What follows belongs to an exercise in optimizing a design on an open flow for small area, a short achievable clock period and few clock cycles per item; a production flow would make more cautious choices.
Only simulation tests tie the RTL to the original design; equivalence was not proved.

==> flow/design.v <==
module systolic_multiplier(
	input wire clk,
	input wire rst_n,
	input wire start,
	input wire [163 - 1 : 0] a,
	input wire [163 - 1 : 0] g,
	input wire [BWIDTH - 1:0] b,
	output wire [163 - 1 : 0] t_i_j,
	output reg done
);
localparam W = 163;
localparam D = 14;
localparam BWIDTH = 168;
localparam K = (BWIDTH + D - 1) / D;                
localparam BW = K * D;                              
localparam CW = 4;                               
reg  [W - 1 : 0] reg_a;
reg  [W - 1 : 0] reg_g;
reg  [BW - 1 : 0] reg_b;
reg  [W - 1 : 0] tr;        
reg  [D - 1 : 0] q;         
reg  [D - 1 : 0] qn;        
reg  [D - 1 : 0] hb;        
reg  busy;                  
reg  fix;                   
reg  [CW - 1 : 0] counter;
wire ld = ~(busy | fix);    
assign t_i_j = tr;
always @(posedge clk or negedge rst_n) begin
	if (!rst_n) begin
		busy <= 1'b0;
		fix <= 1'b0;
		counter <= 0;
		done <= 1'b0;
	end else begin
		done <= fix;
		fix <= busy && (counter == K - 1);
		if (busy) begin
			if (counter == K - 1) begin
				busy <= 1'b0;
				counter <= 0;
			end else
				counter <= counter + 1'b1;
		end else if (start && !fix) begin
			busy <= 1'b1;
			counter <= 0;
		end
	end
end
wire [D - 1 : 0] dig = reg_b[BW - 1 -: D];
wire [D - 1 : 0] dig_nx = reg_b[BW - D - 1 -: D];
reg [D - 1 : 0] fac [0 : 3];
reg [D - 1 : 0] pr01, pr23, c_in;
reg [D - 1 : 1] c_r;        
wire [D - 1 : 0] c = {c_r, 1'b1};
integer i, j, k;
always @* begin
	for (k = 0; k < 4; k = k + 1) begin
		fac[k] = 0;
		fac[k][0] = 1'b1;
		for (j = 1; j < D; j = j + 1)
			if ((j << k) < D)
				fac[k][j << k] = g[W - j];
	end
	pr01 = 0; pr23 = 0; c_in = 0;
	for (i = 0; i < D; i = i + 1)
		for (j = 0; j <= i; j = j + 1) begin
			pr01[i] = pr01[i] ^ (fac[0][j] & fac[1][i - j]);
			pr23[i] = pr23[i] ^ (fac[2][j] & fac[3][i - j]);
		end
	for (i = 0; i < D; i = i + 1)
		for (j = 0; j <= i; j = j + 1)
			c_in[i] = c_in[i] ^ (pr01[j] & pr23[i - j]);
end
reg [W - 1 : 0] ta;           
reg [W - 1 : 0] ba;           
reg [D - 1 : 0] hq;           
reg [D - 1 : 0] q_new;        
reg [D - 1 : 0] hb_in, hb_nx;  
always @* begin
	for (i = 0; i < W; i = i + 1) begin
		ta[i] = tr[i];
		ba[i] = 1'b0;
		for (j = 0; j < D; j = j + 1)
			if (i >= j) begin
				ta[i] = ta[i] ^ (q[j] & reg_g[i - j]);
				ba[i] = ba[i] ^ (dig[j] & reg_a[i - j]);
			end
	end
	for (i = 0; i < D; i = i + 1) begin
		hq[i] = tr[W + i - D] ^ hb[i];
		for (j = 0; j < D; j = j + 1)
			if (W + i - D >= j)
				hq[i] = hq[i] ^ (~qn[j] & reg_g[W + i - D - j]);
		hb_in[i] = 1'b0;
		hb_nx[i] = 1'b0;
		for (j = 0; j < D; j = j + 1)
			if (W + i - j <= W - 1) begin
				hb_in[i] = hb_in[i] ^ (b[BW - 1 - (D - 1) + j] & a[W + i - j]);
				hb_nx[i] = hb_nx[i] ^ (dig_nx[j] & reg_a[W + i - j]);
			end
	end
	for (i = 0; i < D; i = i + 1) begin
		q_new[i] = 1'b0;
		for (k = 0; k < D - i; k = k + 1)
			q_new[i] = q_new[i] ^ (c[k] & hq[i + k]);
	end
end
always @(posedge clk) begin
	if (ld) begin
		reg_a <= a;
		reg_g <= g;
		c_r <= c_in[D - 1 : 1];
		reg_b <= {{(BW - BWIDTH){1'b0}}, b};
		tr <= {W{1'b0}};
		q <= {D{1'b0}};
		qn <= {D{1'b1}};
		hb <= hb_in;
	end else begin
		reg_b <= reg_b << D;
		tr <= fix ? ta : ({ta[W - D - 1 : 0], {D{1'b0}}} ^ ba);
		q <= q_new;
		qn <= ~q_new;
		hb <= hb_nx;
	end
end
endmodule  
export LEC_CHECK = 0
export CAP_MARGIN = 20
export CORE_MARGIN = 2
export CORE_UTILIZATION = 40
export SETUP_SLACK_MARGIN = 4.1
export SLEW_MARGIN = 20
create_clock -name core_clock -period 7.0 [get_ports {clk}]
standard.sh (not shown) runs the stock make flow with config.mk's settings and CLKGATE_MAP_FILE= SYNTH_SCRIPT=/design/flow/synth_recipe.tcl, a recipe that flattens the netlist after the stock synthesis.
==> flow/flow/run.sh <==
#!/bin/bash
# The standard layout, with the port buffers inserted as buf_1 cells
# (ORFS's buffer_ports otherwise picks clkdlybuf4s50_1). Timing repair
# still resizes the ones on critical paths.
set -euo pipefail
export BUFFER_PORTS_ARGS="-buffer_cell sky130_fd_sc_hd__buf_1"
bash standard.sh > standard_flow.log 2>&1
Testbench counts at the start, summed over its fixed seeds: cycles 22,408, items 1,600.
Next try:
--- a/flow/design.v
+++ b/flow/design.v
@@ -6,13 +6,13 @@
 	input wire [163 - 1 : 0] g,
 	input wire [BWIDTH - 1:0] b,
 	output wire [163 - 1 : 0] t_i_j,
 	output reg done
 );
 localparam W = 163;
-localparam D = 14;
+localparam D = 12;
 localparam BWIDTH = 168;
 localparam K = (BWIDTH + D - 1) / D;                
 localparam BW = K * D;                              
 localparam CW = 4;                               
 reg  [W - 1 : 0] reg_a;
 reg  [W - 1 : 0] reg_g;
Outcome: Design area fell by roughly a tenth; routed wire length shrinks by a little under a tenth; non-clock buffer count goes down by 37; synthesized cell count went down by roughly a tenth; global-route usage rises by 0.81 points; first-iteration DRC count shrinks by a few percent; clock skew rises by 0.049 ns; core utilization is about the same; via count fell by roughly a tenth; die area decreases by roughly a tenth; fmax rises by a few percent; synthesized area came out lower by roughly a tenth; final cell count shrinks by roughly a tenth.
Testbench counts after the change, summed over its fixed seeds: cycles 25,608, items 1,600.

[separate check: timing with driven ports]
The flow's constraints put no driver on any port. The routed layouts listed below were extracted and timed again, unchanged, in two steps.
Step 1: set_driving_cell puts a clkbuf_16 on clk and a buf_2 on each other input, an assumption about the parent block.
Step 2 also shifts input and output timing later by t, the mid clock arrival at the registers, as if the neighbouring blocks saw the same clock.
a / b / c = ideal / step 1 / step 2; a / b = the first two.
| run | t, ns | setup slack, ns | worst register clock-pin slew, ns | cell pins on the clock port's net |
|---|---|---|---|---|
| the first run | 0.872 | 3.930 / 3.930 / 3.579 | 0.07 / 0.07 | 1 |
| the second run | 0.860 | 4.109 / 4.042 / 3.513 | 0.07 / 0.07 | 1 |
After both steps every run listed still meets setup and hold. The setup slack of the second run, which loses most, moves by -0.067 ns with the drivers and by -0.596 ns with both steps.
